Context: an optimization exercise on an open-source flow, tuned for small area, a short achievable clock period and few clock cycles per item. The choices shown serve that exercise and are no tape-out recipe.
Only simulation tests tie the RTL to the original design; equivalence was not proved.

===== flow/flow/run.sh =====
#!/bin/bash
# Standard ORFS layout, with timing repair aiming below the clock period
# (setup repair margin 8.2 ns on the 11 ns clock).
set -e
export SETUP_SLACK_MARGIN=8.2
bash standard.sh > standard.log 2>&1

===== flow/standard.sh =====
#!/bin/bash
# synth_recipe.tcl (not shown) runs the flow's synth.tcl, then flattens the netlist and writes it again
# the make line also repeats each setting of config.mk as NAME=value (left out here)
make -C /OpenROAD-flow-scripts/flow DESIGN_CONFIG=/design/flow/config.mk WORK_HOME=/design/flow/orfs CLKGATE_MAP_FILE= SYNTH_SCRIPT=/design/flow/synth_recipe.tcl "${@:-finish}"

===== flow/constraint.sdc =====
create_clock -name core_clock -period 11.0 [get_ports {clock}]
set_input_delay 2.2000 -clock core_clock [delete_from_list [all_inputs] [get_ports {clock}]]
set_output_delay 2.2000 -clock core_clock [all_outputs]
set_load 0.01 [all_outputs]

===== flow/config.mk =====
export PLATFORM = sky130hd
export DESIGN_NAME = Milestone_1
export DESIGN_NICKNAME = Milestone_1
export VERILOG_FILES = /design/flow/design.v
export SDC_FILE = /design/flow/constraint.sdc
export NUM_CORES = 4
export LEC_CHECK = 0
export CAP_MARGIN = 20
export CORE_MARGIN = 2
export CORE_UTILIZATION = 30
export SLEW_MARGIN = 20

===== flow/design.v =====
module Milestone_1 (
		input logic clock,
		input logic resetn,
		input logic start,
		output logic done,
		input logic  [15:0] SRAM_read_data,
		output logic [15:0] SRAM_write_data,
		output logic SRAM_we_n,
		output logic [17:0] SRAM_address
);
localparam S_PEND = 2'd0, S_LO = 2'd1, S_HI = 2'd2, S_DUP = 2'd3;
localparam W_BR = 2'd0, W_GB = 2'd1, W_RG = 2'd2;
typedef struct packed {
	logic       shift;
	logic [1:0] src;
	logic       pend_ld, rdq_ld, yw_ld, qy_hi, qy_lo, evenld, qyt_ld, qu_f, qv_f, b0_ld, xsel, xsel2;
	logic [1:0] wsel;
	logic       wr, rd_y, yodd, rd_c, cv, fin;
	logic [1:0] cd;
} ctl_t;
function automatic ctl_t decode(input logic [4:0] f, input logic [6:0] kk, input logic last);
	ctl_t d;
	logic k79, k78;
	k79 = (kk == 7'd79);
	k78 = (kk == 7'd78);
	d = '0;
	if (!k79) begin
		case (f)
			5'd1: begin d.shift = 1'b1; d.src = S_PEND; end
			5'd2: begin d.shift = 1'b1; d.src = S_LO; end
			5'd6, 5'd7: begin d.shift = 1'b1; d.src = k78 ? S_DUP : S_HI; end
			default: d.src = S_DUP;
		endcase
	end else begin
		case (f)
			5'd1, 5'd2, 5'd6, 5'd7, 5'd13, 5'd14, 5'd15, 5'd16: begin d.shift = 1'b1; d.src = S_DUP; end
			5'd8, 5'd12, 5'd19, 5'd20: begin d.shift = 1'b1; d.src = S_HI; end
			5'd17: begin d.shift = 1'b1; d.src = S_PEND; end
			5'd18: begin d.shift = 1'b1; d.src = S_LO; end
			default: d.src = S_DUP;
		endcase
	end
	d.pend_ld = (f == 5'd6) || (k79 && (f == 5'd8 || f == 5'd19));
	d.rdq_ld  = (f == 5'd2) || (f == 5'd6) || (k79 && (f == 5'd11 || f == 5'd18 || f == 5'd19));
	d.yw_ld   = (f == 5'd1) || (f == 5'd7) || (k79 && f == 5'd20);
	d.qy_hi   = (f == 5'd4) || (!k79 && f == 5'd9) || (k79 && f == 5'd22);
	d.qy_lo   = (f == 5'd0) || (f == 5'd5);
	d.evenld  = (f == 5'd0) || (f == 5'd5);
	d.qyt_ld  = (f == 5'd0) || (f == 5'd3) || (f == 5'd5) || (f == 5'd8);
	d.qu_f    = (f == 5'd2 || f == 5'd7);
	d.qv_f    = (f == 5'd3 || f == 5'd8);
	d.xsel    = (f == 5'd0) || (f == 5'd2) || (f == 5'd5) || (f == 5'd7) || (k79 && f == 5'd10);
	d.xsel2   = (f == 5'd0) || (f == 5'd2) || (f == 5'd3) || (f == 5'd5) || (f == 5'd7) || (f == 5'd8) || (f == 5'd10);
	d.b0_ld   = (f == 5'd3) || (f == 5'd8);
	d.wsel    = (f == 5'd2 || f == 5'd7) ? W_RG : (f == 5'd1 || f == 5'd6 || f == 5'd11) ? W_GB : W_BR;
	d.wr      = (f == 5'd0 || f == 5'd1 || f == 5'd2 || f == 5'd5 || f == 5'd6 || f == 5'd7) ||
	            (k79 && last && (f == 5'd10 || f == 5'd11));
	d.rd_y    = k79 ? (f == 5'd17 || f == 5'd21) : (f == 5'd4 || f == 5'd8);
	d.yodd    = (f == 5'd8) || (f == 5'd21);
	d.rd_c    = k79 ? (f == 5'd3 || f == 5'd8 || f == 5'd15 || f == 5'd16 || f == 5'd22) :
	                  ((f == 5'd9 && kk <= 7'd76) || (f == 5'd3 && kk <= 7'd77));
	d.cv      = k79 ? (f == 5'd8 || f == 5'd16) : (f == 5'd3);
	d.cd      = (f == 5'd9 || f == 5'd22) ? 2'd2 : (k79 && (f == 5'd3 || f == 5'd8)) ? 2'd0 : 2'd1;
	d.fin     = k79 && last && (f == 5'd11);
	decode = d;
endfunction
logic        run, pro;
logic [4:0]  fc;
logic [6:0]  k;
logic [14:0] fr;    
logic [16:0] wa;
ctl_t        q;
logic [7:0]  c [0:9];
logic [15:0] rd_q, yw;
logic [7:0]  pend;
logic [8:0]  fa, fbn, fcn;
logic [16:0] fq;
logic [8:0]  qu, qv;
logic [7:0]  qy8;
logic [24:0] qyt;
logic [10:0] xs, xc, gs, gc;
logic        xl, gl;
logic        nx, ng;
logic [7:0]  b0;
wire k79     = (k == 7'd79);
wire lastrow = (fr == 15'd19199);
wire [14:0] fr1 = fr + 15'd1;
wire end_frame = k79 ? (fc == 5'd22) : (fc == 5'd9);
logic [4:0] nfc;
logic [6:0] nk;
always_comb begin
	if (!run) begin
		nfc = 5'd4;
		nk  = 7'd79;
	end else if (end_frame) begin
		nfc = 5'd0;
		nk  = k79 ? 7'd0 : k + 7'd1;
	end else begin
		nfc = fc + 5'd1;
		nk  = k;
	end
end
logic [7:0] nsmp;
always_comb begin
	case (q.src)
		S_PEND: nsmp = pend;
		S_LO:   nsmp = rd_q[7:0];
		S_HI:   nsmp = rd_q[15:8];
		default: nsmp = c[8];
	endcase
end
logic [7:0] cn [0:9];
always_comb begin
	for (int i = 0; i < 9; i++) cn[i] = q.shift ? c[i+1] : c[i];
	cn[9] = q.shift ? nsmp : c[9];
end
wire [16:0] fq_w;
m_fq u_fq (.b(fbn), .c(fcn), .o(fq_w));
always_ff @(posedge clock) begin
	q <= decode(nfc, nk, lastrow && run);
	for (int i = 0; i < 10; i++) c[i] <= cn[i];
	fbn <= {1'b0, ~cn[2]} + {1'b0, ~cn[8]};
	fcn <= {1'b0, cn[4]} + {1'b0, cn[6]};
	fa  <= {1'b0, c[0]} + {1'b0, nsmp};
	fq  <= fq_w;
	if (q.pend_ld) pend <= rd_q[7:0];
	if (q.rdq_ld) rd_q <= SRAM_read_data;
	if (q.yw_ld) yw <= SRAM_read_data;
end
wire [16:0] ft;
m_f2 u_f2 (.a(fa), .q(fq), .o(ft));
wire [8:0] fz = ft[16:8];
wire [24:0] ytv;
m_yt u_yt (.y(qy8), .o(ytv));
always_ff @(posedge clock) begin
	if (q.qy_hi) qy8 <= yw[15:8];
	else if (q.qy_lo) qy8 <= yw[7:0];
	if (q.evenld) begin
		qu <= {1'b0, c[4]} + 9'd104;
		qv <= {1'b0, c[5]} + 9'd104;
	end else begin
		if (q.qu_f) qu <= fz;
		if (q.qv_f) qv <= fz;
	end
	if (q.qyt_ld) qyt <= ytv;
end
wire [10:0] xs_w, xc_w, gs_w, gc_w;
wire        xl_w, gl_w;
m_x u_x (.yt(qyt), .zu(qu), .zv(qv), .sel({q.xsel2, q.xsel}), .hs(xs_w), .hc(xc_w), .cl(xl_w));
m_g u_g (.yt(qyt), .zu(qu), .zv(qv), .hs(gs_w), .hc(gc_w), .cl(gl_w));
wire nu = (qu < 9'd104);
wire nv = (qv < 9'd104);
always_ff @(posedge clock) begin
	xs <= xs_w; xc <= xc_w; xl <= xl_w;
	gs <= gs_w; gc <= gc_w; gl <= gl_w;
	nx <= q.xsel ? nu : nv;
	ng <= nu | nv;
end
function automatic [7:0] clip(input [10:0] s, input [10:0] cc, input ci, input neg);
	logic [11:0] tt;
	logic [10:0] t;
	tt = {s, 1'b1} + {cc, ci};
	t = tt[11:1];
	clip = (neg | t[10]) ? 8'd0 : ((|t[9:8]) ? 8'd255 : t[7:0]);
endfunction
wire [7:0] x8 = clip(xs, xc, xl, nx);
wire [7:0] g8 = clip(gs, gc, gl, ng);
wire do_wr = q.wr && !pro;
logic [15:0] wdat;
always_comb begin
	case (q.wsel)
		W_RG: wdat = {x8, g8};
		W_GB: wdat = {g8, x8};
		default: wdat = {b0, x8};
	endcase
end
always_ff @(posedge clock) begin
	SRAM_write_data <= wdat;
	if (q.b0_ld) b0 <= x8;
	fc <= nfc;
	k  <= nk;
	if (!run) begin
		if (start) begin
			pro  <= 1'b1;
			fr   <= 15'h7fff;
			wa   <= 17'd15872;
			SRAM_address <= 18'd38400;
		end
	end else begin
		if (k == 7'd0 && fc == 5'd1) pro <= 1'b0;
		if (end_frame) fr <= fr1;
		if (do_wr) begin
			SRAM_address <= {1'b1, wa};
			wa <= wa + 17'd1;
		end else if (q.rd_y) begin
			SRAM_address <= {2'b0, fr1, q.yodd};
		end else begin
			SRAM_address <= {1'b0, {2'b0, fr1} + (q.cv ? 17'd57600 : 17'd38400) + {15'd0, q.cd}};
		end
	end
end
always_ff @(posedge clock or negedge resetn) begin
	if (!resetn) begin
		run <= 1'b0;
		done <= 1'b0;
		SRAM_we_n <= 1'b1;
	end else begin
		done <= 1'b0;
		SRAM_we_n <= 1'b1;
		if (!run) begin
			if (start) run <= 1'b1;
		end else begin
			if (do_wr) SRAM_we_n <= 1'b0;
			if (q.fin) begin
				done <= 1'b1;
				run <= 1'b0;
			end
		end
	end
end
endmodule
module m_yt(input logic [7:0] y, output logic [24:0] o);
  wire t1 = y[7] ^ y[5]; wire t2 = y[7] & y[5];
  wire t3 = y[6] ^ y[4]; wire t4 = y[6] & y[4];
  wire t5 = y[7] ^ y[5]; wire t6 = y[7] & y[5];
  wire t7 = y[4] ^ y[2]; wire t8 = y[4] & y[2];
  wire t9 = y[5] ^ y[3] ^ y[1]; wire t10 = (y[5] & y[3]) | (y[5] & y[1]) | (y[3] & y[1]);
  wire t11 = y[6] ^ y[4] ^ y[2]; wire t12 = (y[6] & y[4]) | (y[6] & y[2]) | (y[4] & y[2]);
  wire t13 = y[3] ^ y[0] ^ 1'b1; wire t14 = (y[3] & y[0]) | (y[3] & 1'b1) | (y[0] & 1'b1);
  wire t15 = y[1] ^ 1'b1 ^ t2; wire t16 = (y[1] & 1'b1) | (y[1] & t2) | (1'b1 & t2);
  wire t17 = y[2] ^ 1'b1 ^ t4; wire t18 = (y[2] & 1'b1) | (y[2] & t4) | (1'b1 & t4);
  wire t19 = y[6] ^ y[3] ^ 1'b1; wire t20 = (y[6] & y[3]) | (y[6] & 1'b1) | (y[3] & 1'b1);
  wire t21 = y[7] ^ y[4]; wire t22 = y[7] & y[4];
  wire t23 = y[2] ^ y[0]; wire t24 = y[2] & y[0];
  wire t25 = y[3] ^ y[1] ^ 1'b1; wire t26 = (y[3] & y[1]) | (y[3] & 1'b1) | (y[1] & 1'b1);
  wire t27 = y[0] ^ 1'b1 ^ t7; wire t28 = (y[0] & 1'b1) | (y[0] & t7) | (1'b1 & t7);
  wire t29 = 1'b1 ^ t8 ^ t9; wire t30 = (1'b1 & t8) | (1'b1 & t9) | (t8 & t9);
  wire t31 = 1'b1 ^ t10 ^ t11; wire t32 = (1'b1 & t10) | (1'b1 & t11) | (t10 & t11);
  wire t33 = t1 ^ t12 ^ t13; wire t34 = (t1 & t12) | (t1 & t13) | (t12 & t13);
  wire t35 = t3 ^ t14 ^ t15; wire t36 = (t3 & t14) | (t3 & t15) | (t14 & t15);
  wire t37 = t5 ^ t16 ^ t17; wire t38 = (t5 & t16) | (t5 & t17) | (t16 & t17);
  wire t39 = t6 ^ t18 ^ t19; wire t40 = (t6 & t18) | (t6 & t19) | (t18 & t19);
  wire t41 = 1'b1 ^ t20 ^ t21; wire t42 = (1'b1 & t20) | (1'b1 & t21) | (t20 & t21);
  wire t43 = y[5] ^ 1'b1 ^ t22; wire t44 = (y[5] & 1'b1) | (y[5] & t22) | (1'b1 & t22);
  wire t45 = y[6] ^ 1'b1; wire t46 = y[6] & 1'b1;
  wire t47 = y[7] ^ 1'b1; wire t48 = y[7] & 1'b1;
  wire [24:0] ra = {1'b1, t46, t44, t42, t40, t38, t36, t34, t32, t30, t28, t26, t24, 1'b1, y[1], ~y[7], ~y[6], ~y[5], ~y[4], ~y[3], ~y[2], ~y[1], ~y[0], 1'b0, 1'b0};
  wire [24:0] rb = {t48, t47, t45, t43, t41, t39, t37, t35, t33, t31, t29, t27, t25, t23, 1'b1, y[0], 1'b0, 1'b0, 1'b0, 1'b0, 1'b0, 1'b0, 1'b1, 1'b0, 1'b0};
  assign o = ra + rb;
endmodule
module m_fq(input logic [8:0] b, input logic [8:0] c, output logic [16:0] o);
  wire t1 = b[5] ^ ~b[3]; wire t2 = b[5] & ~b[3];
  wire t3 = b[6] ^ ~b[4]; wire t4 = b[6] & ~b[4];
  wire t5 = b[7] ^ ~b[5]; wire t6 = b[7] & ~b[5];
  wire t7 = b[8] ^ ~b[6]; wire t8 = b[8] & ~b[6];
  wire t9 = b[3] ^ ~b[1]; wire t10 = b[3] & ~b[1];
  wire t11 = b[4] ^ ~b[2] ^ b[0]; wire t12 = (b[4] & ~b[2]) | (b[4] & b[0]) | (~b[2] & b[0]);
  wire t13 = ~c[6] ^ c[1]; wire t14 = ~c[6] & c[1];
  wire t15 = b[1] ^ ~c[7] ^ c[2]; wire t16 = (b[1] & ~c[7]) | (b[1] & c[2]) | (~c[7] & c[2]);
  wire t17 = c[0] ^ 1'b1 ^ t1; wire t18 = (c[0] & 1'b1) | (c[0] & t1) | (1'b1 & t1);
  wire t19 = b[2] ^ ~c[8] ^ c[3]; wire t20 = (b[2] & ~c[8]) | (b[2] & c[3]) | (~c[8] & c[3]);
  wire t21 = c[1] ^ t2 ^ t3; wire t22 = (c[1] & t2) | (c[1] & t3) | (t2 & t3);
  wire t23 = b[3] ^ c[4] ^ c[2]; wire t24 = (b[3] & c[4]) | (b[3] & c[2]) | (c[4] & c[2]);
  wire t25 = 1'b1 ^ t4 ^ t5; wire t26 = (1'b1 & t4) | (1'b1 & t5) | (t4 & t5);
  wire t27 = b[4] ^ c[5] ^ c[3]; wire t28 = (b[4] & c[5]) | (b[4] & c[3]) | (c[5] & c[3]);
  wire t29 = 1'b1 ^ t6 ^ t7; wire t30 = (1'b1 & t6) | (1'b1 & t7) | (t6 & t7);
  wire t31 = ~b[7] ^ b[5] ^ c[6]; wire t32 = (~b[7] & b[5]) | (~b[7] & c[6]) | (b[5] & c[6]);
  wire t33 = c[4] ^ 1'b1 ^ t8; wire t34 = (c[4] & 1'b1) | (c[4] & t8) | (1'b1 & t8);
  wire t35 = ~b[8] ^ b[6] ^ c[7]; wire t36 = (~b[8] & b[6]) | (~b[8] & c[7]) | (b[6] & c[7]);
  wire t37 = c[5] ^ 1'b1; wire t38 = c[5] & 1'b1;
  wire t39 = b[7] ^ c[8]; wire t40 = b[7] & c[8];
  wire t41 = b[2] ^ ~b[0]; wire t42 = b[2] & ~b[0];
  wire t43 = ~c[5] ^ c[0] ^ 1'b1; wire t44 = (~c[5] & c[0]) | (~c[5] & 1'b1) | (c[0] & 1'b1);
  wire t45 = 1'b1 ^ t10 ^ t11; wire t46 = (1'b1 & t10) | (1'b1 & t11) | (t10 & t11);
  wire t47 = t12 ^ t14 ^ t15; wire t48 = (t12 & t14) | (t12 & t15) | (t14 & t15);
  wire t49 = t16 ^ t18 ^ t19; wire t50 = (t16 & t18) | (t16 & t19) | (t18 & t19);
  wire t51 = t20 ^ t22 ^ t23; wire t52 = (t20 & t22) | (t20 & t23) | (t22 & t23);
  wire t53 = t24 ^ t26 ^ t27; wire t54 = (t24 & t26) | (t24 & t27) | (t26 & t27);
  wire t55 = t28 ^ t30 ^ t31; wire t56 = (t28 & t30) | (t28 & t31) | (t30 & t31);
  wire t57 = t32 ^ t34 ^ t35; wire t58 = (t32 & t34) | (t32 & t35) | (t34 & t35);
  wire t59 = c[6] ^ t36 ^ t38; wire t60 = (c[6] & t36) | (c[6] & t38) | (t36 & t38);
  wire t61 = b[8] ^ c[7] ^ 1'b1; wire t62 = (b[8] & c[7]) | (b[8] & 1'b1) | (c[7] & 1'b1);
  wire t63 = b[1] ^ ~c[3]; wire t64 = b[1] & ~c[3];
  wire t65 = ~c[4] ^ 1'b1 ^ t41; wire t66 = (~c[4] & 1'b1) | (~c[4] & t41) | (1'b1 & t41);
  wire t67 = t9 ^ t42 ^ t43; wire t68 = (t9 & t42) | (t9 & t43) | (t42 & t43);
  wire t69 = t13 ^ t44 ^ t45; wire t70 = (t13 & t44) | (t13 & t45) | (t44 & t45);
  wire t71 = t17 ^ t46 ^ t47; wire t72 = (t17 & t46) | (t17 & t47) | (t46 & t47);
  wire t73 = t21 ^ t48 ^ t49; wire t74 = (t21 & t48) | (t21 & t49) | (t48 & t49);
  wire t75 = t25 ^ t50 ^ t51; wire t76 = (t25 & t50) | (t25 & t51) | (t50 & t51);
  wire t77 = t29 ^ t52 ^ t53; wire t78 = (t29 & t52) | (t29 & t53) | (t52 & t53);
  wire t79 = t33 ^ t54 ^ t55; wire t80 = (t33 & t54) | (t33 & t55) | (t54 & t55);
  wire t81 = t37 ^ t56 ^ t57; wire t82 = (t37 & t56) | (t37 & t57) | (t56 & t57);
  wire t83 = t39 ^ t58 ^ t59; wire t84 = (t39 & t58) | (t39 & t59) | (t58 & t59);
  wire t85 = t40 ^ t60 ^ t61; wire t86 = (t40 & t60) | (t40 & t61) | (t60 & t61);
  wire t87 = c[8] ^ 1'b1 ^ t62; wire t88 = (c[8] & 1'b1) | (c[8] & t62) | (1'b1 & t62);
  wire [16:0] ra = {1'b1, t86, t84, t82, t80, t78, t76, t74, t72, t70, t68, t66, t64, 1'b1, b[0], ~c[1], ~c[0]};
  wire [16:0] rb = {t88, t87, t85, t83, t81, t79, t77, t75, t73, t71, t69, t67, t65, t63, ~c[2], 1'b0, 1'b1};
  assign o = ra + rb;
endmodule
module m_f2(input logic [8:0] a, input logic [16:0] q, output logic [16:0] o);
  wire t1 = a[4] ^ a[2]; wire t2 = a[4] & a[2];
  wire t3 = a[5] ^ a[3] ^ a[1]; wire t4 = (a[5] & a[3]) | (a[5] & a[1]) | (a[3] & a[1]);
  wire t5 = a[6] ^ a[4] ^ a[2]; wire t6 = (a[6] & a[4]) | (a[6] & a[2]) | (a[4] & a[2]);
  wire t7 = a[7] ^ a[5] ^ a[3]; wire t8 = (a[7] & a[5]) | (a[7] & a[3]) | (a[5] & a[3]);
  wire t9 = a[8] ^ a[6] ^ a[4]; wire t10 = (a[8] & a[6]) | (a[8] & a[4]) | (a[6] & a[4]);
  wire t11 = a[7] ^ a[5]; wire t12 = a[7] & a[5];
  wire t13 = a[8] ^ a[6]; wire t14 = a[8] & a[6];
  wire t15 = a[2] ^ a[0]; wire t16 = a[2] & a[0];
  wire t17 = a[3] ^ a[1] ^ q[3]; wire t18 = (a[3] & a[1]) | (a[3] & q[3]) | (a[1] & q[3]);
  wire t19 = a[0] ^ q[4] ^ t1; wire t20 = (a[0] & q[4]) | (a[0] & t1) | (q[4] & t1);
  wire t21 = q[5] ^ t2 ^ t3; wire t22 = (q[5] & t2) | (q[5] & t3) | (t2 & t3);
  wire t23 = q[6] ^ t4 ^ t5; wire t24 = (q[6] & t4) | (q[6] & t5) | (t4 & t5);
  wire t25 = q[7] ^ t6 ^ t7; wire t26 = (q[7] & t6) | (q[7] & t7) | (t6 & t7);
  wire t27 = q[8] ^ t8 ^ t9; wire t28 = (q[8] & t8) | (q[8] & t9) | (t8 & t9);
  wire t29 = q[9] ^ t10 ^ t11; wire t30 = (q[9] & t10) | (q[9] & t11) | (t10 & t11);
  wire t31 = q[10] ^ t12 ^ t13; wire t32 = (q[10] & t12) | (q[10] & t13) | (t12 & t13);
  wire t33 = a[7] ^ q[11] ^ t14; wire t34 = (a[7] & q[11]) | (a[7] & t14) | (q[11] & t14);
  wire t35 = a[8] ^ q[12]; wire t36 = a[8] & q[12];
  wire [16:0] ra = {q[16], q[15], q[14], q[13], t34, t32, t30, t28, t26, t24, t22, t20, t18, t16, q[2], a[1], a[0]};
  wire [16:0] rb = {1'b0, 1'b0, 1'b0, t36, t35, t33, t31, t29, t27, t25, t23, t21, t19, t17, t15, q[1], q[0]};
  assign o = ra + rb;
endmodule
module m_x(input logic [24:0] yt, input logic [8:0] zu, input logic [8:0] zv, input logic [1:0] sel, output logic [10:0] hs, output logic [10:0] hc, output logic cl);
  wire t1 = yt[6] ^ (sel[0] ? ~zu[6] : ~zv[6]); wire t2 = yt[6] & (sel[0] ? ~zu[6] : ~zv[6]);
  wire t3 = yt[7] ^ (sel[0] ? ~zu[7] : ~zv[7]) ^ (sel[0] ? ~zu[5] : zv[5]); wire t4 = (yt[7] & (sel[0] ? ~zu[7] : ~zv[7])) | (yt[7] & (sel[0] ? ~zu[5] : zv[5])) | ((sel[0] ? ~zu[7] : ~zv[7]) & (sel[0] ? ~zu[5] : zv[5]));
  wire t5 = (sel[0] ? zu[2] : zv[3]) ^ (sel[0] ? zu[0] : zv[0]); wire t6 = (sel[0] ? zu[2] : zv[3]) & (sel[0] ? zu[0] : zv[0]);
  wire t7 = yt[8] ^ (sel[0] ? ~zu[8] : ~zv[8]) ^ (sel[0] ? ~zu[6] : zv[6]); wire t8 = (yt[8] & (sel[0] ? ~zu[8] : ~zv[8])) | (yt[8] & (sel[0] ? ~zu[6] : zv[6])) | ((sel[0] ? ~zu[8] : ~zv[8]) & (sel[0] ? ~zu[6] : zv[6]));
  wire t9 = (sel[0] ? zu[3] : zv[4]) ^ (sel[0] ? zu[1] : zv[1]) ^ 1'b1; wire t10 = ((sel[0] ? zu[3] : zv[4]) & (sel[0] ? zu[1] : zv[1])) | ((sel[0] ? zu[3] : zv[4]) & 1'b1) | ((sel[0] ? zu[1] : zv[1]) & 1'b1);
  wire t11 = yt[9] ^ (sel[0] ? ~zu[7] : zv[7]) ^ (sel[0] ? zu[4] : zv[5]); wire t12 = (yt[9] & (sel[0] ? ~zu[7] : zv[7])) | (yt[9] & (sel[0] ? zu[4] : zv[5])) | ((sel[0] ? ~zu[7] : zv[7]) & (sel[0] ? zu[4] : zv[5]));
  wire t13 = yt[10] ^ (sel[0] ? ~zu[8] : zv[8]) ^ (sel[0] ? zu[5] : zv[6]); wire t14 = (yt[10] & (sel[0] ? ~zu[8] : zv[8])) | (yt[10] & (sel[0] ? zu[5] : zv[6])) | ((sel[0] ? ~zu[8] : zv[8]) & (sel[0] ? zu[5] : zv[6]));
  wire t15 = yt[11] ^ (sel[0] ? zu[6] : zv[7]) ^ (sel[0] ? zu[4] : zv[4]); wire t16 = (yt[11] & (sel[0] ? zu[6] : zv[7])) | (yt[11] & (sel[0] ? zu[4] : zv[4])) | ((sel[0] ? zu[6] : zv[7]) & (sel[0] ? zu[4] : zv[4]));
  wire t17 = yt[12] ^ (sel[0] ? zu[7] : zv[8]); wire t18 = yt[12] & (sel[0] ? zu[7] : zv[8]);
  wire t19 = yt[13] ^ (sel[0] & zu[8]) ^ (sel[0] ? zu[6] : zv[6]); wire t20 = (yt[13] & (sel[0] & zu[8])) | (yt[13] & (sel[0] ? zu[6] : zv[6])) | ((sel[0] & zu[8]) & (sel[0] ? zu[6] : zv[6]));
  wire t21 = (sel[1] ? zu[3] : ~zv[2]) ^ (~sel[1] & zv[0]); wire t22 = (sel[1] ? zu[3] : ~zv[2]) & (~sel[1] & zv[0]);
  wire t23 = yt[14] ^ (sel[0] ? zu[7] : zv[7]) ^ (sel[1] ? zu[4] : ~zv[3]); wire t24 = (yt[14] & (sel[0] ? zu[7] : zv[7])) | (yt[14] & (sel[1] ? zu[4] : ~zv[3])) | ((sel[0] ? zu[7] : zv[7]) & (sel[1] ? zu[4] : ~zv[3]));
  wire t25 = yt[15] ^ (sel[0] ? zu[8] : zv[8]) ^ (sel[1] ? zu[5] : ~zv[4]); wire t26 = (yt[15] & (sel[0] ? zu[8] : zv[8])) | (yt[15] & (sel[1] ? zu[5] : ~zv[4])) | ((sel[0] ? zu[8] : zv[8]) & (sel[1] ? zu[5] : ~zv[4]));
  wire t27 = (~sel[1] & zv[2]) ^ (~sel[1] & ~zv[0]); wire t28 = (~sel[1] & zv[2]) & (~sel[1] & ~zv[0]);
  wire t29 = yt[16] ^ (sel[1] ? zu[6] : ~zv[5]) ^ (~sel[1] & zv[3]); wire t30 = (yt[16] & (sel[1] ? zu[6] : ~zv[5])) | (yt[16] & (~sel[1] & zv[3])) | ((sel[1] ? zu[6] : ~zv[5]) & (~sel[1] & zv[3]));
  wire t31 = (~sel[1] & ~zv[1]) ^ 1'b1; wire t32 = (~sel[1] & ~zv[1]) & 1'b1;
  wire t33 = yt[17] ^ (sel[1] ? zu[7] : ~zv[6]) ^ (sel[1] ? zu[0] : zv[0]); wire t34 = (yt[17] & (sel[1] ? zu[7] : ~zv[6])) | (yt[17] & (sel[1] ? zu[0] : zv[0])) | ((sel[1] ? zu[7] : ~zv[6]) & (sel[1] ? zu[0] : zv[0]));
  wire t35 = (~sel[1] & zv[4]) ^ (~sel[1] & ~zv[2]) ^ ~sel[0]; wire t36 = ((~sel[1] & zv[4]) & (~sel[1] & ~zv[2])) | ((~sel[1] & zv[4]) & ~sel[0]) | ((~sel[1] & ~zv[2]) & ~sel[0]);
  wire t37 = yt[18] ^ (sel[1] ? zu[8] : ~zv[7]) ^ (sel[1] ? zu[1] : zv[1]); wire t38 = (yt[18] & (sel[1] ? zu[8] : ~zv[7])) | (yt[18] & (sel[1] ? zu[1] : zv[1])) | ((sel[1] ? zu[8] : ~zv[7]) & (sel[1] ? zu[1] : zv[1]));
  wire t39 = (~sel[1] & zv[5]) ^ (~sel[1] & ~zv[3]); wire t40 = (~sel[1] & zv[5]) & (~sel[1] & ~zv[3]);
  wire t41 = yt[19] ^ (~sel[1] & ~zv[8]) ^ (sel[1] ? zu[2] : zv[2]); wire t42 = (yt[19] & (~sel[1] & ~zv[8])) | (yt[19] & (sel[1] ? zu[2] : zv[2])) | ((~sel[1] & ~zv[8]) & (sel[1] ? zu[2] : zv[2]));
  wire t43 = (~sel[1] & zv[6]) ^ (~sel[1] & ~zv[4]) ^ 1'b1; wire t44 = ((~sel[1] & zv[6]) & (~sel[1] & ~zv[4])) | ((~sel[1] & zv[6]) & 1'b1) | ((~sel[1] & ~zv[4]) & 1'b1);
  wire t45 = yt[20] ^ (sel[1] ? zu[3] : zv[3]) ^ (~sel[1] & zv[7]); wire t46 = (yt[20] & (sel[1] ? zu[3] : zv[3])) | (yt[20] & (~sel[1] & zv[7])) | ((sel[1] ? zu[3] : zv[3]) & (~sel[1] & zv[7]));
  wire t47 = (~sel[1] & ~zv[5]) ^ sel[0]; wire t48 = (~sel[1] & ~zv[5]) & sel[0];
  wire t49 = yt[21] ^ (sel[1] ? zu[4] : zv[4]) ^ (~sel[1] & zv[8]); wire t50 = (yt[21] & (sel[1] ? zu[4] : zv[4])) | (yt[21] & (~sel[1] & zv[8])) | ((sel[1] ? zu[4] : zv[4]) & (~sel[1] & zv[8]));
  wire t51 = (~sel[1] & ~zv[6]) ^ ~sel[0]; wire t52 = (~sel[1] & ~zv[6]) & ~sel[0];
  wire t53 = yt[22] ^ (sel[1] ? zu[5] : zv[5]) ^ (~sel[1] & ~zv[7]); wire t54 = (yt[22] & (sel[1] ? zu[5] : zv[5])) | (yt[22] & (~sel[1] & ~zv[7])) | ((sel[1] ? zu[5] : zv[5]) & (~sel[1] & ~zv[7]));
  wire t55 = yt[2] ^ (sel[0] ? ~zu[2] : ~zv[2]); wire t56 = yt[2] & (sel[0] ? ~zu[2] : ~zv[2]);
  wire t57 = yt[3] ^ (sel[0] ? ~zu[3] : ~zv[3]) ^ (sel[0] ? ~zu[1] : zv[1]); wire t58 = (yt[3] & (sel[0] ? ~zu[3] : ~zv[3])) | (yt[3] & (sel[0] ? ~zu[1] : zv[1])) | ((sel[0] ? ~zu[3] : ~zv[3]) & (sel[0] ? ~zu[1] : zv[1]));
  wire t59 = yt[4] ^ (sel[0] ? ~zu[4] : ~zv[4]) ^ (sel[0] ? ~zu[2] : zv[2]); wire t60 = (yt[4] & (sel[0] ? ~zu[4] : ~zv[4])) | (yt[4] & (sel[0] ? ~zu[2] : zv[2])) | ((sel[0] ? ~zu[4] : ~zv[4]) & (sel[0] ? ~zu[2] : zv[2]));
  wire t61 = yt[5] ^ (sel[0] ? ~zu[5] : ~zv[5]) ^ (sel[0] ? ~zu[3] : zv[3]); wire t62 = (yt[5] & (sel[0] ? ~zu[5] : ~zv[5])) | (yt[5] & (sel[0] ? ~zu[3] : zv[3])) | ((sel[0] ? ~zu[5] : ~zv[5]) & (sel[0] ? ~zu[3] : zv[3]));
  wire t63 = (sel[0] ? ~zu[4] : zv[4]) ^ (sel[0] ? zu[1] : zv[2]) ^ sel[0]; wire t64 = ((sel[0] ? ~zu[4] : zv[4]) & (sel[0] ? zu[1] : zv[2])) | ((sel[0] ? ~zu[4] : zv[4]) & sel[0]) | ((sel[0] ? zu[1] : zv[2]) & sel[0]);
  wire t65 = sel[0] ^ t2 ^ t3; wire t66 = (sel[0] & t2) | (sel[0] & t3) | (t2 & t3);
  wire t67 = t4 ^ t6 ^ t7; wire t68 = (t4 & t6) | (t4 & t7) | (t6 & t7);
  wire t69 = (sel[0] ? zu[2] : zv[2]) ^ t8 ^ t10; wire t70 = ((sel[0] ? zu[2] : zv[2]) & t8) | ((sel[0] ? zu[2] : zv[2]) & t10) | (t8 & t10);
  wire t71 = (sel[0] ? zu[3] : zv[3]) ^ (sel[1] & zu[0]) ^ t12; wire t72 = ((sel[0] ? zu[3] : zv[3]) & (sel[1] & zu[0])) | ((sel[0] ? zu[3] : zv[3]) & t12) | ((sel[1] & zu[0]) & t12);
  wire t73 = (sel[1] ? zu[1] : ~zv[0]) ^ sel[0] ^ t14; wire t74 = ((sel[1] ? zu[1] : ~zv[0]) & sel[0]) | ((sel[1] ? zu[1] : ~zv[0]) & t14) | (sel[0] & t14);
  wire t75 = (sel[0] ? zu[5] : zv[5]) ^ (sel[1] ? zu[2] : ~zv[1]) ^ t16; wire t76 = ((sel[0] ? zu[5] : zv[5]) & (sel[1] ? zu[2] : ~zv[1])) | ((sel[0] ? zu[5] : zv[5]) & t16) | ((sel[1] ? zu[2] : ~zv[1]) & t16);
  wire t77 = 1'b1 ^ t18 ^ t19; wire t78 = (1'b1 & t18) | (1'b1 & t19) | (t18 & t19);
  wire t79 = (~sel[1] & zv[1]) ^ t20 ^ t22; wire t80 = ((~sel[1] & zv[1]) & t20) | ((~sel[1] & zv[1]) & t22) | (t20 & t22);
  wire t81 = ~sel[0] ^ t24 ^ t25; wire t82 = (~sel[0] & t24) | (~sel[0] & t25) | (t24 & t25);
  wire t83 = t26 ^ t28 ^ t29; wire t84 = (t26 & t28) | (t26 & t29) | (t28 & t29);
  wire t85 = t30 ^ t32 ^ t33; wire t86 = (t30 & t32) | (t30 & t33) | (t32 & t33);
  wire t87 = t34 ^ t36 ^ t37; wire t88 = (t34 & t36) | (t34 & t37) | (t36 & t37);
  wire t89 = t38 ^ t40 ^ t41; wire t90 = (t38 & t40) | (t38 & t41) | (t40 & t41);
  wire t91 = t42 ^ t44 ^ t45; wire t92 = (t42 & t44) | (t42 & t45) | (t44 & t45);
  wire t93 = t46 ^ t48 ^ t49; wire t94 = (t46 & t48) | (t46 & t49) | (t48 & t49);
  wire t95 = ~sel[0] ^ t50 ^ t52; wire t96 = (~sel[0] & t50) | (~sel[0] & t52) | (t50 & t52);
  wire t97 = yt[23] ^ (sel[1] ? zu[6] : zv[6]) ^ (~sel[1] & ~zv[8]); wire t98 = (yt[23] & (sel[1] ? zu[6] : zv[6])) | (yt[23] & (~sel[1] & ~zv[8])) | ((sel[1] ? zu[6] : zv[6]) & (~sel[1] & ~zv[8]));
  wire t99 = yt[24] ^ (sel[1] ? zu[7] : zv[7]); wire t100 = yt[24] & (sel[1] ? zu[7] : zv[7]);
  wire t101 = yt[0] ^ (sel[0] ? ~zu[0] : ~zv[0]); wire t102 = yt[0] & (sel[0] ? ~zu[0] : ~zv[0]);
  wire t103 = yt[1] ^ (sel[0] ? ~zu[1] : ~zv[1]); wire t104 = yt[1] & (sel[0] ? ~zu[1] : ~zv[1]);
  wire t105 = (sel[0] ? ~zu[0] : zv[0]) ^ sel[0] ^ t55; wire t106 = ((sel[0] ? ~zu[0] : zv[0]) & sel[0]) | ((sel[0] ? ~zu[0] : zv[0]) & t55) | (sel[0] & t55);
  wire t107 = 1'b1 ^ t56 ^ t57; wire t108 = (1'b1 & t56) | (1'b1 & t57) | (t56 & t57);
  wire t109 = (~sel[0] & zv[0]) ^ t58 ^ t59; wire t110 = ((~sel[0] & zv[0]) & t58) | ((~sel[0] & zv[0]) & t59) | (t58 & t59);
  wire t111 = (sel[0] ? zu[0] : zv[1]) ^ t60 ^ t61; wire t112 = ((sel[0] ? zu[0] : zv[1]) & t60) | ((sel[0] ? zu[0] : zv[1]) & t61) | (t60 & t61);
  wire t113 = t1 ^ t62 ^ t63; wire t114 = (t1 & t62) | (t1 & t63) | (t62 & t63);
  wire t115 = t5 ^ t64 ^ t65; wire t116 = (t5 & t64) | (t5 & t65) | (t64 & t65);
  wire t117 = t9 ^ t66 ^ t67; wire t118 = (t9 & t66) | (t9 & t67) | (t66 & t67);
  wire t119 = t11 ^ t68 ^ t69; wire t120 = (t11 & t68) | (t11 & t69) | (t68 & t69);
  wire t121 = t13 ^ t70 ^ t71; wire t122 = (t13 & t70) | (t13 & t71) | (t70 & t71);
  wire t123 = t15 ^ t72 ^ t73; wire t124 = (t15 & t72) | (t15 & t73) | (t72 & t73);
  wire t125 = t17 ^ t74 ^ t75; wire t126 = (t17 & t74) | (t17 & t75) | (t74 & t75);
  wire t127 = t21 ^ t76 ^ t77; wire t128 = (t21 & t76) | (t21 & t77) | (t76 & t77);
  wire t129 = t23 ^ t78 ^ t79; wire t130 = (t23 & t78) | (t23 & t79) | (t78 & t79);
  wire t131 = t27 ^ t80 ^ t81; wire t132 = (t27 & t80) | (t27 & t81) | (t80 & t81);
  wire t133 = t31 ^ t82 ^ t83; wire t134 = (t31 & t82) | (t31 & t83) | (t82 & t83);
  wire t135 = t35 ^ t84 ^ t85; wire t136 = (t35 & t84) | (t35 & t85) | (t84 & t85);
  wire t137 = t39 ^ t86 ^ t87; wire t138 = (t39 & t86) | (t39 & t87) | (t86 & t87);
  wire t139 = t43 ^ t88 ^ t89; wire t140 = (t43 & t88) | (t43 & t89) | (t88 & t89);
  wire t141 = t47 ^ t90 ^ t91; wire t142 = (t47 & t90) | (t47 & t91) | (t90 & t91);
  wire t143 = t51 ^ t92 ^ t93; wire t144 = (t51 & t92) | (t51 & t93) | (t92 & t93);
  wire t145 = t53 ^ t94 ^ t95; wire t146 = (t53 & t94) | (t53 & t95) | (t94 & t95);
  wire t147 = t54 ^ t96 ^ t97; wire t148 = (t54 & t96) | (t54 & t97) | (t96 & t97);
  wire t149 = ~sel[0] ^ t98 ^ t99; wire t150 = (~sel[0] & t98) | (~sel[0] & t99) | (t98 & t99);
  wire t151 = (sel[1] ? zu[8] : zv[8]) ^ sel[0] ^ t100; wire t152 = ((sel[1] ? zu[8] : zv[8]) & sel[0]) | ((sel[1] ? zu[8] : zv[8]) & t100) | (sel[0] & t100);
  wire [26:0] ra = {1'b1, t150, t148, t146, t144, t142, t140, t138, t136, t134, t132, t130, t128, t126, t124, t122, t120, t118, t116, t114, t112, t110, t108, t106, t104, t102, 1'b1};
  wire [26:0] rb = {t152, t151, t149, t147, t145, t143, t141, t139, t137, t135, t133, t131, t129, t127, t125, t123, t121, t119, t117, t115, t113, t111, t109, t107, t105, t103, t101};
  wire [16:0] lsum = {1'b0, ra[15:0]} + {1'b0, rb[15:0]};
  assign cl = lsum[16];
  assign hs = ra[26:16];
  assign hc = rb[26:16];
endmodule
module m_g(input logic [24:0] yt, input logic [8:0] zu, input logic [8:0] zv, output logic [10:0] hs, output logic [10:0] hc, output logic cl);
  wire t1 = yt[15] ^ ~zu[5]; wire t2 = yt[15] & ~zu[5];
  wire t3 = yt[16] ^ ~zu[6] ^ zu[3]; wire t4 = (yt[16] & ~zu[6]) | (yt[16] & zu[3]) | (~zu[6] & zu[3]);
  wire t5 = ~zu[1] ^ ~zv[4]; wire t6 = ~zu[1] & ~zv[4];
  wire t7 = yt[17] ^ ~zu[7] ^ zu[4]; wire t8 = (yt[17] & ~zu[7]) | (yt[17] & zu[4]) | (~zu[7] & zu[4]);
  wire t9 = ~zu[2] ^ ~zv[5]; wire t10 = ~zu[2] & ~zv[5];
  wire t11 = yt[18] ^ ~zu[8] ^ zu[5]; wire t12 = (yt[18] & ~zu[8]) | (yt[18] & zu[5]) | (~zu[8] & zu[5]);
  wire t13 = ~zu[3] ^ ~zv[6] ^ zv[4]; wire t14 = (~zu[3] & ~zv[6]) | (~zu[3] & zv[4]) | (~zv[6] & zv[4]);
  wire t15 = yt[19] ^ zu[6] ^ ~zu[4]; wire t16 = (yt[19] & zu[6]) | (yt[19] & ~zu[4]) | (zu[6] & ~zu[4]);
  wire t17 = ~zv[7] ^ zv[5]; wire t18 = ~zv[7] & zv[5];
  wire t19 = yt[20] ^ zu[7] ^ ~zu[5]; wire t20 = (yt[20] & zu[7]) | (yt[20] & ~zu[5]) | (zu[7] & ~zu[5]);
  wire t21 = ~zv[8] ^ zv[6]; wire t22 = ~zv[8] & zv[6];
  wire t23 = yt[21] ^ zu[8]; wire t24 = yt[21] & zu[8];
  wire t25 = yt[5] ^ zu[2] ^ ~zu[0]; wire t26 = (yt[5] & zu[2]) | (yt[5] & ~zu[0]) | (zu[2] & ~zu[0]);
  wire t27 = yt[6] ^ zu[3] ^ ~zu[1]; wire t28 = (yt[6] & zu[3]) | (yt[6] & ~zu[1]) | (zu[3] & ~zu[1]);
  wire t29 = yt[7] ^ zu[4] ^ ~zu[2]; wire t30 = (yt[7] & zu[4]) | (yt[7] & ~zu[2]) | (zu[4] & ~zu[2]);
  wire t31 = yt[8] ^ zu[5] ^ ~zu[3]; wire t32 = (yt[8] & zu[5]) | (yt[8] & ~zu[3]) | (zu[5] & ~zu[3]);
  wire t33 = yt[9] ^ zu[6] ^ ~zu[4]; wire t34 = (yt[9] & zu[6]) | (yt[9] & ~zu[4]) | (zu[6] & ~zu[4]);
  wire t35 = yt[10] ^ zu[7] ^ ~zu[5]; wire t36 = (yt[10] & zu[7]) | (yt[10] & ~zu[5]) | (zu[7] & ~zu[5]);
  wire t37 = ~zu[0] ^ ~zv[5]; wire t38 = ~zu[0] & ~zv[5];
  wire t39 = yt[11] ^ zu[8] ^ ~zu[6]; wire t40 = (yt[11] & zu[8]) | (yt[11] & ~zu[6]) | (zu[8] & ~zu[6]);
  wire t41 = ~zu[1] ^ ~zv[6]; wire t42 = ~zu[1] & ~zv[6];
  wire t43 = yt[12] ^ ~zu[7] ^ ~zu[2]; wire t44 = (yt[12] & ~zu[7]) | (yt[12] & ~zu[2]) | (~zu[7] & ~zu[2]);
  wire t45 = ~zv[7] ^ ~zv[0]; wire t46 = ~zv[7] & ~zv[0];
  wire t47 = yt[13] ^ ~zu[8] ^ ~zu[3]; wire t48 = (yt[13] & ~zu[8]) | (yt[13] & ~zu[3]) | (~zu[8] & ~zu[3]);
  wire t49 = zu[0] ^ ~zv[8] ^ ~zv[1]; wire t50 = (zu[0] & ~zv[8]) | (zu[0] & ~zv[1]) | (~zv[8] & ~zv[1]);
  wire t51 = yt[14] ^ ~zu[4] ^ zu[1]; wire t52 = (yt[14] & ~zu[4]) | (yt[14] & zu[1]) | (~zu[4] & zu[1]);
  wire t53 = ~zv[2] ^ zv[0] ^ 1'b1; wire t54 = (~zv[2] & zv[0]) | (~zv[2] & 1'b1) | (zv[0] & 1'b1);
  wire t55 = zu[2] ^ ~zu[0] ^ ~zv[3]; wire t56 = (zu[2] & ~zu[0]) | (zu[2] & ~zv[3]) | (~zu[0] & ~zv[3]);
  wire t57 = zv[1] ^ 1'b1 ^ t1; wire t58 = (zv[1] & 1'b1) | (zv[1] & t1) | (1'b1 & t1);
  wire t59 = zv[2] ^ ~zv[0] ^ 1'b1; wire t60 = (zv[2] & ~zv[0]) | (zv[2] & 1'b1) | (~zv[0] & 1'b1);
  wire t61 = t2 ^ t3 ^ t5; wire t62 = (t2 & t3) | (t2 & t5) | (t3 & t5);
  wire t63 = zv[3] ^ ~zv[1] ^ t4; wire t64 = (zv[3] & ~zv[1]) | (zv[3] & t4) | (~zv[1] & t4);
  wire t65 = t6 ^ t7 ^ t9; wire t66 = (t6 & t7) | (t6 & t9) | (t7 & t9);
  wire t67 = ~zv[2] ^ 1'b1 ^ t8; wire t68 = (~zv[2] & 1'b1) | (~zv[2] & t8) | (1'b1 & t8);
  wire t69 = t10 ^ t11 ^ t13; wire t70 = (t10 & t11) | (t10 & t13) | (t11 & t13);
  wire t71 = ~zv[3] ^ 1'b1 ^ t12; wire t72 = (~zv[3] & 1'b1) | (~zv[3] & t12) | (1'b1 & t12);
  wire t73 = t14 ^ t15 ^ t17; wire t74 = (t14 & t15) | (t14 & t17) | (t15 & t17);
  wire t75 = ~zv[4] ^ 1'b1 ^ t16; wire t76 = (~zv[4] & 1'b1) | (~zv[4] & t16) | (1'b1 & t16);
  wire t77 = t18 ^ t19 ^ t21; wire t78 = (t18 & t19) | (t18 & t21) | (t19 & t21);
  wire t79 = ~zu[6] ^ zv[7] ^ ~zv[5]; wire t80 = (~zu[6] & zv[7]) | (~zu[6] & ~zv[5]) | (zv[7] & ~zv[5]);
  wire t81 = t20 ^ t22 ^ t23; wire t82 = (t20 & t22) | (t20 & t23) | (t22 & t23);
  wire t83 = yt[22] ^ ~zu[7] ^ zv[8]; wire t84 = (yt[22] & ~zu[7]) | (yt[22] & zv[8]) | (~zu[7] & zv[8]);
  wire t85 = ~zv[6] ^ 1'b1 ^ t24; wire t86 = (~zv[6] & 1'b1) | (~zv[6] & t24) | (1'b1 & t24);
  wire t87 = yt[23] ^ ~zu[8] ^ ~zv[7]; wire t88 = (yt[23] & ~zu[8]) | (yt[23] & ~zv[7]) | (~zu[8] & ~zv[7]);
  wire t89 = yt[3] ^ zu[0]; wire t90 = yt[3] & zu[0];
  wire t91 = yt[4] ^ zu[1]; wire t92 = yt[4] & zu[1];
  wire t93 = ~zv[5] ^ ~zv[0] ^ 1'b1; wire t94 = (~zv[5] & ~zv[0]) | (~zv[5] & 1'b1) | (~zv[0] & 1'b1);
  wire t95 = ~zv[6] ^ ~zv[1] ^ t26; wire t96 = (~zv[6] & ~zv[1]) | (~zv[6] & t26) | (~zv[1] & t26);
  wire t97 = ~zv[7] ^ ~zv[2] ^ t28; wire t98 = (~zv[7] & ~zv[2]) | (~zv[7] & t28) | (~zv[2] & t28);
  wire t99 = ~zv[8] ^ ~zv[3] ^ t30; wire t100 = (~zv[8] & ~zv[3]) | (~zv[8] & t30) | (~zv[3] & t30);
  wire t101 = ~zv[4] ^ 1'b1 ^ t32; wire t102 = (~zv[4] & 1'b1) | (~zv[4] & t32) | (1'b1 & t32);
  wire t103 = 1'b1 ^ t34 ^ t35; wire t104 = (1'b1 & t34) | (1'b1 & t35) | (t34 & t35);
  wire t105 = t36 ^ t38 ^ t39; wire t106 = (t36 & t38) | (t36 & t39) | (t38 & t39);
  wire t107 = t40 ^ t42 ^ t43; wire t108 = (t40 & t42) | (t40 & t43) | (t42 & t43);
  wire t109 = t44 ^ t46 ^ t47; wire t110 = (t44 & t46) | (t44 & t47) | (t46 & t47);
  wire t111 = t48 ^ t50 ^ t51; wire t112 = (t48 & t50) | (t48 & t51) | (t50 & t51);
  wire t113 = t52 ^ t54 ^ t55; wire t114 = (t52 & t54) | (t52 & t55) | (t54 & t55);
  wire t115 = t56 ^ t58 ^ t59; wire t116 = (t56 & t58) | (t56 & t59) | (t58 & t59);
  wire t117 = t60 ^ t62 ^ t63; wire t118 = (t60 & t62) | (t60 & t63) | (t62 & t63);
  wire t119 = t64 ^ t66 ^ t67; wire t120 = (t64 & t66) | (t64 & t67) | (t66 & t67);
  wire t121 = t68 ^ t70 ^ t71; wire t122 = (t68 & t70) | (t68 & t71) | (t70 & t71);
  wire t123 = t72 ^ t74 ^ t75; wire t124 = (t72 & t74) | (t72 & t75) | (t74 & t75);
  wire t125 = t76 ^ t78 ^ t79; wire t126 = (t76 & t78) | (t76 & t79) | (t78 & t79);
  wire t127 = t80 ^ t82 ^ t83; wire t128 = (t80 & t82) | (t80 & t83) | (t82 & t83);
  wire t129 = 1'b1 ^ t84 ^ t86; wire t130 = (1'b1 & t84) | (1'b1 & t86) | (t84 & t86);
  wire t131 = yt[24] ^ ~zv[8] ^ 1'b1; wire t132 = (yt[24] & ~zv[8]) | (yt[24] & 1'b1) | (~zv[8] & 1'b1);
  wire t133 = yt[0] ^ ~zv[0]; wire t134 = yt[0] & ~zv[0];
  wire t135 = yt[1] ^ ~zv[1]; wire t136 = yt[1] & ~zv[1];
  wire t137 = yt[2] ^ ~zv[2]; wire t138 = yt[2] & ~zv[2];
  wire t139 = ~zv[3] ^ 1'b1 ^ t89; wire t140 = (~zv[3] & 1'b1) | (~zv[3] & t89) | (1'b1 & t89);
  wire t141 = ~zv[4] ^ t90 ^ t91; wire t142 = (~zv[4] & t90) | (~zv[4] & t91) | (t90 & t91);
  wire t143 = t25 ^ t92 ^ t93; wire t144 = (t25 & t92) | (t25 & t93) | (t92 & t93);
  wire t145 = t27 ^ t94 ^ t95; wire t146 = (t27 & t94) | (t27 & t95) | (t94 & t95);
  wire t147 = t29 ^ t96 ^ t97; wire t148 = (t29 & t96) | (t29 & t97) | (t96 & t97);
  wire t149 = t31 ^ t98 ^ t99; wire t150 = (t31 & t98) | (t31 & t99) | (t98 & t99);
  wire t151 = t33 ^ t100 ^ t101; wire t152 = (t33 & t100) | (t33 & t101) | (t100 & t101);
  wire t153 = t37 ^ t102 ^ t103; wire t154 = (t37 & t102) | (t37 & t103) | (t102 & t103);
  wire t155 = t41 ^ t104 ^ t105; wire t156 = (t41 & t104) | (t41 & t105) | (t104 & t105);
  wire t157 = t45 ^ t106 ^ t107; wire t158 = (t45 & t106) | (t45 & t107) | (t106 & t107);
  wire t159 = t49 ^ t108 ^ t109; wire t160 = (t49 & t108) | (t49 & t109) | (t108 & t109);
  wire t161 = t53 ^ t110 ^ t111; wire t162 = (t53 & t110) | (t53 & t111) | (t110 & t111);
  wire t163 = t57 ^ t112 ^ t113; wire t164 = (t57 & t112) | (t57 & t113) | (t112 & t113);
  wire t165 = t61 ^ t114 ^ t115; wire t166 = (t61 & t114) | (t61 & t115) | (t114 & t115);
  wire t167 = t65 ^ t116 ^ t117; wire t168 = (t65 & t116) | (t65 & t117) | (t116 & t117);
  wire t169 = t69 ^ t118 ^ t119; wire t170 = (t69 & t118) | (t69 & t119) | (t118 & t119);
  wire t171 = t73 ^ t120 ^ t121; wire t172 = (t73 & t120) | (t73 & t121) | (t120 & t121);
  wire t173 = t77 ^ t122 ^ t123; wire t174 = (t77 & t122) | (t77 & t123) | (t122 & t123);
  wire t175 = t81 ^ t124 ^ t125; wire t176 = (t81 & t124) | (t81 & t125) | (t124 & t125);
  wire t177 = t85 ^ t126 ^ t127; wire t178 = (t85 & t126) | (t85 & t127) | (t126 & t127);
  wire t179 = t87 ^ t128 ^ t129; wire t180 = (t87 & t128) | (t87 & t129) | (t128 & t129);
  wire t181 = t88 ^ t130 ^ t131; wire t182 = (t88 & t130) | (t88 & t131) | (t130 & t131);
  wire [26:0] ra = {1'b1, t132, t180, t178, t176, t174, t172, t170, t168, t166, t164, t162, t160, t158, t156, t154, t152, t150, t148, t146, t144, t142, t140, t138, t136, t134, 1'b1};
  wire [26:0] rb = {1'b0, t182, t181, t179, t177, t175, t173, t171, t169, t167, t165, t163, t161, t159, t157, t155, t153, t151, t149, t147, t145, t143, t141, t139, t137, t135, t133};
  wire [16:0] lsum = {1'b0, ra[15:0]} + {1'b0, rb[15:0]};
  assign cl = lsum[16];
  assign hs = ra[26:16];
  assign hc = rb[26:16];
endmodule

==> metrics.md, run 1 <==
| Metric | Value |
|---|---|
| Req. time, crit path | `8.80 ns` |
| Max cap viols | `0` |
| Synth cell types | `89` |
| Critical path fanouts, max | `1` |
| Final TNS setup | `0 ns` |
| Final WS setup | `7.555 ns` |
| CP delay by family, top | `flip-flops` |
| Die Area | `81570 µm²` |
| Die Ht | `285.6 µm` |
| Final core occ | `0.3782` |
| Clock Tree Buf Depth | `3` |
| Cells after Synth | `2251` |
| Crit end category | `primary output` |
| CTS H-tree depth | `2` |
| Fin cells | `3572` |
| CTS tree | `done` |
| Crit path time final | `3.445 ns` |
| Mux cell area share after synthesis | `0.03071` |
| Core area | `78740 µm²` |
| Largest family of logic cells by synthesized area | `adder cells` |
| RSZ-0062 raised after global routing | `true` |
| Buffers on Ports | `54` |
| Ys Warns | `3` |
| Fmax achieved | `290.3 MHz` |
| Area of the multi-input gates | `14030 µm²` |
| Sum of buffers and inverters on the critical path | `1` |
| Worst Hold Class | `reg2reg` |
| Vias in the first global route | `16760` |
| Worst slew pin tran | `0.9507 ns` |
| First-pass GRT wire length | `89960 µm` |
| Pre-CTS setup slack | `7.129 ns` |
| Layout Nets | `2891` |
| Max stage delay cell, worst path | `dfstp_2` |
| Max incr delay on CP | `0.54 ns` |
| Initial antenna violation count | `1` |
| Netlist Area Pre-Place | `23790 µm²` |
| Via density | `4.641` |
| EDFF count, synth | `196` |
| Grt total ovfl | `0` |
| Register area share after synthesis | `0.3945` |
| Initial DRC Count | `1021` |
| Post-synthesis xor/xnor area fraction | `0.04123` |
| Crit path launch type | `flip-flop` |
| Area Growth Syn to Fin | `25.18%` |
| Syn_area_per_cell | `10.57 µm²` |
| CP cell instances | `buf_6` |
| Crit share post-route | `0.3132` |
| Clock Skew | `0.05005 ns` |
| Total CTS buffers | `42` |
| Hold_ws | `0.3970 ns` |
| Final setup fails | `0` |
| Gr usage total | `0.1375` |
| Largest net degree at the start of global routing | `42` |
| Crit path kind | `reg2out` |
| Die span in x | `285.6 µm` |
| DR WL/cell | `16.09 µm` |
| Worst slew margin | `0.3653` |
| Worst skew pair latency | `0.61 ns` |
| Initial Util | `0.3021` |
| Async SR Flop Fraction | `0.008108` |
| DRC violations left | `0` |
| Post-synthesis sequential element count | `370` |
| DR vias | `16580` |
| RePlAce Congestion | `0.8853` |
| Status | `no timing/DRC/antenna violations` |
| DPL Wire Length | `41210 µm` |
| Pre-antenna DRT Iters | `5` |
| Fin. Hold Viols | `0` |
| Fin area | `29780 µm²` |
| Synthesized net count | `2655` |
| Drt total wl | `57480 µm` |
| Prevailing post-synth register cell | `edfxtp_1` |
| Placed cell area | `25710 µm²` |
| Placed instance count | `3308` |
| CTS root buf | `clkbuf_16` |
| Layout cells sized above 1 | `0.2535` |
| Rows | `103` |
| Post-Synth Adder-Cell Area | `0.2564` |
| Fillers | `7576` |
| # IOs | `55` |
| Post-DRT Antenna Nets | `0` |
| Simple logic cell fraction of the synthesized area | `0.1044` |
| Clock slew seen by the registers of the worst setup and hold paths | `0.06 ns` |
| CTS sink count | `370` |
| Critical Path AT | `1.25 ns` |
| Post-synthesis compound-gate area fraction | `0.09734` |
| Final Max Tran Viols | `0` |
| Reg area | `9454 µm²` |
placed cells by master (no fill, tap or decap), types with 10 or more instances in the layout:
cell	n
buf_4	153
mux2i_1	25
dfxtp_4	12
xor2_1	37
nand3_1	32
inv_1	356
xnor2_1	59
a21o_1	32
nor3_1	24
a21oi_1	68
xnor2_2	11
o21ai_1	13
dfxtp_2	19
buf_6	30
a31oi_1	12
a211oi_1	14
o22ai_1	10
and2_1	12
buf_2	34
ha_1	181
inv_2	39
clkbuf_16	42
nand4_1	17
edfxtp_1	196
dfxtp_1	140
nor2_1	121
clkdlybuf4s50_1	17
a21oi_2	19
and3_1	12
ha_4	29
fa_1	150
o211ai_1	24
o21ai_0	59
clkbuf_1	10
fa_2	21
nand2_1	130
nand2b_1	24
mux2_2	22
or2_2	10
path summary, 6_finish.rpt:
| kind | start | endpoint | slack, ns | cells past startpoint |
|---|---|---|---|---|
| setup / recovery | SRAM_we_n | SRAM_we_n | 7.55 | 1 |
| hold / removal | c[6][5] | c[5][5] | 0.40 | 0 |
| setup reg to reg | qy8[3] | qyt[24] | 7.60 | 13 |
| hold reg to reg | c[6][5] | c[5][5] | 0.40 | 0 |
| max in group asynchronous | resetn | SRAM_we_n | 9.01 | 1 |
| min in group asynchronous | resetn | run | 1.77 | 1 |
kinds of logic after synthesis:
| group | count (synthesis) |
|---|---|
| DFF | 370 |
| xor gates and xnor gates | 112 |
| adders and majority gates | 385 |
| buffers and inverters | 462 |
| AOI/OAI and AO/OA | 359 |
| muxes | 60 |
| and+or+nand+nor | 503 |
routing by layer:
layer,track usage,part of all wire,up-vias
li1,-,-,8070
met1,0.1838,0.45,7991
met2,0.2296,0.47,416
met3,0.02480,0.058,99
met4,0.03508,0.023,0
met5,0,0,-
Yosys cell counts (all sizes together), types with 36 or more instances:
cell,instances,area [µm²]
o21ai,81,405.4
xnor2,70,613.1
clkbuf,36,136.4
nand3,42,210.2
nor2,139,524.3
dfxtp,171,3423
xor2,42,367.9
a21oi,91,455.4
ha,214,2678
inv,405,1523
nand2,140,528.0
fa,171,3423
edfxtp,196,5886
area by class of cell:
type | instances | area share
antenna | 1 | 0.00008402
clock buffer | 57 | 0.03886
clock inverter | 21 | 0.008360
inverter | 408 | 0.05247
multi-input combinational | 1421 | 0.4710
sequential | 370 | 0.3174
tap | 1050 | 0.04411
timing repair buffer | 244 | 0.06768
timing repair:
| action | 4_1_cts | 5_1_grt |
|---|---|---|
| gates resized for setup | 340 | 144 |
| hold buffers | 0 | 0 |
| setup endpoints to repair | 197 | 202 |
| endpoints found under the hold margin | 0 | 0 |
| cloned | 2 | 1 |
| pin swaps | 94 | 106 |
| setup buffers | 108 | 74 |
registers in the layout (all words and copies together) (netlist names), 10 cells and up:
register	cells
fr	15
c	80
rd_q	16
xc	11
SRAM_write_data	16
wa	17
SRAM_address	18
xs	10
gs	10
yw	16
q	22
qyt	23
fq	17
gc	10
Testbench counts, summed over its fixed seeds: cycles 1,561,032, images 8.
==> run 2, diff against run 1 <==
--- a/flow/design.v
+++ b/flow/design.v
@@ -89,8 +89,8 @@
 logic [4:0] nfc;
 logic [6:0] nk;
 always_comb begin
-	if (!run) begin
-		nfc = 5'd4;
+	if (!run || q.fin) begin
+		nfc = (start && !run) ? 5'd4 : 5'd3;
 		nk  = 7'd79;
 	end else if (end_frame) begin
 		nfc = 5'd0;
@@ -165,7 +165,7 @@
 endfunction
 wire [7:0] x8 = clip(xs, xc, xl, nx);
 wire [7:0] g8 = clip(gs, gc, gl, ng);
-wire do_wr = q.wr && !pro;
+wire do_wr = q.wr && !pro && run;
 logic [15:0] wdat;
 always_comb begin
 	case (q.wsel)
@@ -179,24 +179,17 @@
 	if (q.b0_ld) b0 <= x8;
 	fc <= nfc;
 	k  <= nk;
-	if (!run) begin
-		if (start) begin
-			pro  <= 1'b1;
-			fr   <= 15'h7fff;
-			wa   <= 17'd15872;
-			SRAM_address <= 18'd38400;
-		end
+	if (do_wr) SRAM_address <= {1'b1, wa};
+	else if (q.rd_y) SRAM_address <= {2'b0, fr1, q.yodd};
+	else SRAM_address <= {1'b0, {2'b0, fr1} + (q.cv ? 17'd57600 : 17'd38400) + {15'd0, q.cd}};
+	if (!run || q.fin) begin
+		pro <= 1'b1;
+		fr  <= 15'h7fff;
+		wa  <= 17'd15872;
 	end else begin
 		if (k == 7'd0 && fc == 5'd1) pro <= 1'b0;
 		if (end_frame) fr <= fr1;
-		if (do_wr) begin
-			SRAM_address <= {1'b1, wa};
-			wa <= wa + 17'd1;
-		end else if (q.rd_y) begin
-			SRAM_address <= {2'b0, fr1, q.yodd};
-		end else begin
-			SRAM_address <= {1'b0, {2'b0, fr1} + (q.cv ? 17'd57600 : 17'd38400) + {15'd0, q.cd}};
-		end
+		if (do_wr) wa <= wa + 17'd1;
 	end
 end
 always_ff @(posedge clock or negedge resetn) begin
==> flow/flow/run.sh (replaced) <==
#!/bin/bash
# Standard ORFS layout, with timing repair aiming below the clock period
# (setup repair margin 7.5 ns on the 11 ns clock).
set -e
export SETUP_SLACK_MARGIN=7.5
bash standard.sh > standard.log 2>&1
--- a/flow/config.mk
+++ b/flow/config.mk
@@ -7,5 +7,5 @@
 export LEC_CHECK = 0
 export CAP_MARGIN = 20
 export CORE_MARGIN = 2
-export CORE_UTILIZATION = 30
+export CORE_UTILIZATION = 55
 export SLEW_MARGIN = 20
==> run 2 against run 1 <==
Still clean. Synthesized cell count increased by 0.13%. Non-clock buffer count shrank 131. Hold slack worse by 0.018 ns. Critical endpoint is now xl.
==> metrics.md, run 2 <==
| Metric | Value |
|---|---|
| Status | `no timing/DRC/antenna violations` |
| DR WL/cell | `18.18 µm (+13%)` |
| Largest net degree at the start of global routing | `44 (+4.8%)` |
| Crit end category | `flip-flop` |
| DR vias | `15850 (-4.4%)` |
| Crit path launch type | `flip-flop` |
| Final setup fails | `0 (unchanged)` |
| Layout cells sized above 1 | `0.1237 (-0.1298)` |
| RePlAce Congestion | `0.8909 (+0.63%)` |
| CTS sink count | `370 (unchanged)` |
| Grt total ovfl | `0 (unchanged)` |
| Rows | `75 (-27%)` |
| Via density | `5.402 (+16%)` |
| RSZ-0062 raised after global routing | `true` |
| Reg area | `8909 µm² (-5.8%)` |
| Req. time, crit path | `11.44 ns (+2.64 ns)` |
| Ys Warns | `3 (unchanged)` |
| Synth top cells by count | `inv_1, dfxtp_1, ha_1` |
| Most frequent cells in the layout | `inv_1, dfxtp_1, ha_1` |
| Max reg flops | `80 (unchanged)` |
| Fmax achieved | `280.4 MHz (-3.4%)` |
| Max incr delay on CP | `0.46 ns (-0.08 ns)` |
| Core area | `41850 µm² (-47%)` |
| Fin. Hold Viols | `0 (unchanged)` |
| Max cap viols | `0 (unchanged)` |
| Max stage delay cell, worst path | `edfxtp_1` |
| Commonest non-fill, non-tap cell in the layout | `inv_1` |
| Met2 WL | `23880 µm (-11%)` |
| DPL Wire Length | `40910 µm (-0.73%)` |
| Clock Skew | `0.01916 ns (-0.03090 ns)` |
| Synth area leader | `dfxtp_1` |
| Uppermost routed layer | `met4` |
| CTS H-tree depth | `2 (unchanged)` |
| Initial Util | `0.5552 (+0.2531)` |
| Critical path fanouts, max | `5 (+4)` |
| Crit share post-route | `0.3242 (+0.01102)` |
| Total CTS buffers | `42 (unchanged)` |
| Cts hold-fix bufs | `0 (unchanged)` |
| Vias in the first global route | `15750 (-6.0%)` |
| Die Area | `43910 µm² (-46%)` |
| CP cell instances | `clkinvlp_4, nor2_1, a21oi_1, fa_1, inv_1, fa_1, fa_1, ha_1, a21o_1, a221oi_1, o21a_1, o21ai_0` |
| Post-DRT Antenna Nets | `0 (unchanged)` |
==> run 2: final cells by class <==
| cell class | count | area share |
|---|---|---|
| multi-input combinational | 1411 | 0.4924 |
| sequential | 370 | 0.3342 |
| inverter | 421 | 0.05998 |
| clock buffer | 58 | 0.04557 |
| timing repair buffer | 113 | 0.03591 |
| tap | 539 | 0.02530 |
| clock inverter | 20 | 0.006477 |
| antenna | 2 | 0.0001877 |
==> run 2: metal layers <==
layer / track usage / up-vias
met1: 0.3599 / 7687
met3: 0.05117 / 66
met5: 0 / -
met4: 0.05405 / 0
met2: 0.3801 / 341
li1: - / 7755
==> run 2: timing repair <==
action / CTS / global route
setup endpoints to repair: 82 / 29
setup buffers: 23 / 30
pin swaps: 30 / 31
resized for setup: 112 / 61
==> run 2: worst paths after layout <==
path	cells after the start	start	to
worst max register to register	12	qv[4]	xl
worst min register to register	0	fcn[0]	fq[0]
min in group asynchronous	1	resetn	done
worst min-delay path	0	fcn[0]	fq[0]
worst max-delay path	12	qv[4]	xl
max in group asynchronous	1	resetn	SRAM_we_n
==> run 2: worst max-delay path, delay by kind of cell, from the launching register on <==
kind,cells,cell delay (ns)
buffers and inverters,2,0.36
AO/OA/AOI/OAI,5,0.84
AND/OR/NAND/NOR,1,0.19
flip-flops,1,0.46
adder cells (fa/ha/maj),4,1.60
==> run 2: per-stage QoR <==
stage | instance area, µm² | utilization
final | 26660 | 0.6370
after global routing | 26650 | 0.6368
after CTS | 26150 | 0.6249
after detailed placement | 24360 | 0.5822
after global placement | 24360 | 0.5822
after floorplan | 23320 | -
==> run 2: cell families after synthesis <==
| kind of cell | after synthesis | synth area share |
|---|---|---|
| and+or+nand+nor | 489 | 0.1057 |
| buffers and inverters | 473 | 0.07748 |
| DFF | 370 | 0.3819 |
| adders and majority gates | 383 | 0.2615 |
| AOI/OAI and AO/OA | 362 | 0.09789 |
| muxes | 61 | 0.03182 |
| xor gates and xnor gates | 116 | 0.04372 |
Testbench counts of run 2, summed over its fixed seeds: cycles 1,561,032, images 8.

-- afterwards: timing with drivers on the ports --
Ports are ideal in the flow. The routed layouts listed here were re-timed in OpenROAD.
Step 1 (the two cells are an assumption about what drives the block):
set clk [get_ports {clock}]
set_driving_cell -lib_cell sky130_fd_sc_hd__clkbuf_16 $clk
set_driving_cell -lib_cell sky130_fd_sc_hd__buf_2 [delete_from_list [all_inputs] $clk]
Step 2 moves the port delays by t, midway between the first and last clock arrival at a register: inputs arrive t later, outputs are due t later. That takes back most of the time a late clock gives input paths.
Slacks: ideal / step 1 / step 2; pairs: ideal / step 1.
run	shift t [ns]	slack for setup (ns)	clock arrival spread, ns	slew at the worst register clock pin (ns)	pins driven straight from the clock port
run 1	0.642	7.555 / 7.496 / 7.602	0.050 / 0.050	0.07 / 0.07	1
run 2	0.607	7.434 / 7.434 / 7.062	0.021 / 0.021	0.07 / 0.07	1
After both steps setup and hold are still met in every run listed. The setup slack of run 2, which loses most, moves by 0.000 ns with the drivers and by -0.372 ns with both steps.
